Context: an optimization exercise on an open-source flow, tuned for small area. The choices shown serve that exercise and are no tape-out recipe. The RTL was checked by simulation tests, not by an equivalence proof against the original design.

==> 01-20 <==
==> flow/design.v <==
module EECS3216_Lab5 (input Clock,
							 input Reset,
							 input[1:0] do_op,
							 input KEY1,
							 input[5:0] sixBitNum,
							 output reg [6:0] tenSec,
							 output reg [6:0] oneSec);
  parameter ON  = 1'b1;
  parameter OFF = 1'b0;
  localparam integer DEBOUNCE = 5000;
  enum logic [5:0] {push, pop, rdy} State, NextState;
  integer numToDisplay;  
  integer currentIndex;  
  integer IgnoreTimer;   
  reg [5:0] savedNum [15:0]; 
  reg toggle;  
  reg ignore;  
  always @(posedge Clock)
  begin
		State <= NextState;
		if(!Reset) begin
			for(int i = 0; i < 16; i++)
				savedNum[i] = 0;
			currentIndex = 0;
			numToDisplay = 0;
			toggle <= 1;
			ignore <= 0;
			IgnoreTimer <= 0;
		end
		else begin
		if(KEY1)
			toggle <= 1;  
		if(State == rdy) begin
		end
		else if(State == push)begin
			if (ignore == 1)
				IgnoreTimer <= IgnoreTimer + 23'b1;
			else begin
				if(!KEY1 && toggle == 1 && currentIndex < 16) begin
					toggle <= 0;
					savedNum[currentIndex] = sixBitNum;
					currentIndex = currentIndex + 1;
				end
				ignore <= 1;
			end
		end
		else begin
			if (ignore == 1)
				IgnoreTimer <= IgnoreTimer + 23'b1;
			else begin
				if(!KEY1 && toggle == 1) begin
					toggle <= 0;
					if(currentIndex > 0) begin
						currentIndex = currentIndex - 1;
						numToDisplay = savedNum[currentIndex];
					end
					else
						currentIndex = 0;
				end
				ignore <= 1;
			end
		end
		if (IgnoreTimer  == DEBOUNCE) begin
			IgnoreTimer <= 23'd0;
			ignore <= 0;
		end
		end
		case (numToDisplay / 10)
			'd1: tenSec <= 7'b1111001;
			'd2: tenSec <= 7'b0100100;
			'd3: tenSec <= 7'b0110000;
			'd4: tenSec <= 7'b0011001;
			'd5: tenSec <= 7'b0010010;
			'd6: tenSec <= 7'b0000010;
			'd7: tenSec <= 7'b1111000;
			'd8: tenSec <= 7'b0000000;
			'd9: tenSec <= 7'b0011000;
			default: tenSec <= 7'b1000000;  
		endcase
		case (numToDisplay % 10)
			'd1: oneSec <= 7'b1111001;
			'd2: oneSec <= 7'b0100100;
			'd3: oneSec <= 7'b0110000;
			'd4: oneSec <= 7'b0011001;
			'd5: oneSec <= 7'b0010010;
			'd6: oneSec <= 7'b0000010;
			'd7: oneSec <= 7'b1111000;
			'd8: oneSec <= 7'b0000000;
			'd9: oneSec <= 7'b0011000;
			default: oneSec <= 7'b1000000;  
		endcase
	end
	always @(*)
	begin
		if(do_op == 2)
			NextState = push;
		else if(do_op == 1)
			NextState = pop;
		else
			NextState = rdy;
	end
endmodule
==> flow/run.sh <==
#!/bin/bash
# synth_recipe.tcl (not shown) runs the flow's synth.tcl, then flattens the netlist and writes it again
# the make line also repeats each setting of config.mk as NAME=value (left out here)
make -C /OpenROAD-flow-scripts/flow DESIGN_CONFIG=/design/flow/config.mk WORK_HOME=/design/flow/orfs CLKGATE_MAP_FILE= SYNTH_SCRIPT=/design/flow/synth_recipe.tcl finish
==> flow/config.mk <==
export PLATFORM = sky130hd
export DESIGN_NAME = EECS3216_Lab5
export DESIGN_NICKNAME = EECS3216_Lab5
export VERILOG_FILES = /design/flow/design.v
export SDC_FILE = /design/flow/constraint.sdc
export NUM_CORES = 4
export LEC_CHECK = 0
export CAP_MARGIN = 20
export CORE_MARGIN = 2
export CORE_UTILIZATION = 40
export SLEW_MARGIN = 20
==> flow/constraint.sdc <==
create_clock -name core_clock -period 20.0 [get_ports {Clock}]
set_input_delay 4.0000 -clock core_clock [delete_from_list [all_inputs] [get_ports {Clock}]]
set_output_delay 4.0000 -clock core_clock [all_outputs]
set_load 0.01 [all_outputs]
==> 02-22 (differences from 01-20) <==
==> flow/design.v (replaced) <==
module EECS3216_Lab5 (input Clock,
                      input Reset,
                      input [1:0] do_op,
                      input KEY1,
                      input [5:0] sixBitNum,
                      output reg [6:0] tenSec,
                      output reg [6:0] oneSec);
  reg isPush, isPop;
  reg [4:0] depth;
  reg [5:0] V;
  reg armed;
  reg [12:0] S;
  reg [5:0] R [0:15];
  reg [3:0] ph;
  reg [5:0] TOP;
  reg F;
  wire active  = isPush | isPop;
  wire idle    = (S == 13'd0);
  wire term    = ~S[12] & ~S[9] & ~S[8] & ~S[7] & ~S[3] & S[0];
  wire full    = depth[4];
  wire empty   = (depth == 5'd0);
  wire fire    = active & idle & ~KEY1 & armed;
  wire doPush  = fire & isPush & ~full;
  wire doPop   = fire & isPop & ~empty;
  wire match   = (ph == depth[3:0]);
  always @(posedge Clock) begin
    R[0] <= (match && F) ? TOP : R[15];
    for (int i = 1; i < 16; i++)
      R[i] <= R[i-1];
  end
  always @(posedge Clock) begin
    isPush <= (do_op == 2'd2);
    isPop  <= (do_op == 1'd1);
    if (!Reset) begin
      depth <= 5'd0;
      V     <= 6'd0;
      armed <= 1'b1;
      S     <= 13'd0;
      ph    <= 4'd0;
      F     <= 1'b0;
    end else begin
      ph <= ph + 4'd1;
      if (KEY1)
        armed <= 1'b1;
      else if (fire && (isPop || !full))
        armed <= 1'b0;
      if (doPush) begin
        depth <= depth + 5'd1;
        TOP   <= sixBitNum;
        F     <= 1'b1;
      end else if (doPop) begin
        depth <= depth - 5'd1;
        V     <= TOP;
        F     <= 1'b0;
      end else if (match) begin
        if (F)
          F <= 1'b0;
        else
          TOP <= R[15];
      end
      if (term)
        S <= 13'd0;
      else if (active)
        S <= S - 13'd1;
    end
  end
  localparam [447:0] TEN_T = 448'b0000000000000000000000000000000000000000000011111111111111111111000000000000000000000000111111111111111111111111111111000000000000001111111111111111111111111111110000000000111111111100000000000000000000000011111111110000000000000000000011111111110000000000000000000000000000000000000000000011111111110000000000000000000011111111111111000000000000000000000000000000000000000000000000000000000000000011111111110000000000000000000011111111110000000000;
  localparam [447:0] ONE_T = 448'b0011001000001100100000110010000011001000001100100000110010000011111000100011100010001110001000111000100011100010001110001000111010101010111010101011101010101110101010111010101011101010101110100010101001001010100100101010010010101001001010100100101010010010010000000001000000000100000000010000000001000000000100000000010000000001100000000110000000011000000001100000000110000000011000000010000001001000000100100000010010000001001000000100100000010010;
  always @(*) begin
    for (int b = 0; b < 7; b++) begin
      tenSec[b] = TEN_T[64*b + V];
      oneSec[b] = ONE_T[64*b + V];
    end
  end
endmodule
==> comparison <==
- In 02-22 the non-clock buffer count is lower than in 01-20, by 20.
- Of 02-22 and 01-20, 01-20 has the higher global-route usage (gap 8.1 points).
- The first-iteration DRC count of 01-20 is 7.1 times that of 02-22.
- Of 01-20 and 02-22, 02-22 has the higher register-to-register slack (gap 11 ns).
- Of 02-22 and 01-20, 01-20 has the higher via count (gap 80%, measured against 01-20).
- Sequential share of layout area: 01-20 is lower than 02-22 (24 points).
- Against 02-22, the worst setup slack of 01-20 is worse by 8.9 ns.

==> port drivers added, routing unchanged <==
The flow's constraints put no driver on any port. The routed layouts listed below were extracted and timed again, unchanged, in two steps. Step 1 sets driving cells, clkbuf_16 on the clock port and buf_2 on the other inputs (assumed; they add their load-dependent delay and slew). Step 2 also shifts input and output timing later by t, the mid clock arrival at the registers, as if the neighbouring blocks saw the same clock. a / b / c = ideal / step 1 / step 2; a / b = the first two.
run	shift t [ns]	slack for setup (ns)	worst setup path at the end	worst register clock-pin slew, ns
01-20	0.577	3.727 / 3.732 / 3.155	input to register	0.06 / 0.06
02-22	0.432	12.638 / 12.602 / 12.823	input to register	0.06 / 0.06
After both steps every run listed still meets setup and hold. For 01-20, which loses most, drivers alone change the setup slack by +0.005 ns; drivers and shift together by -0.572 ns.
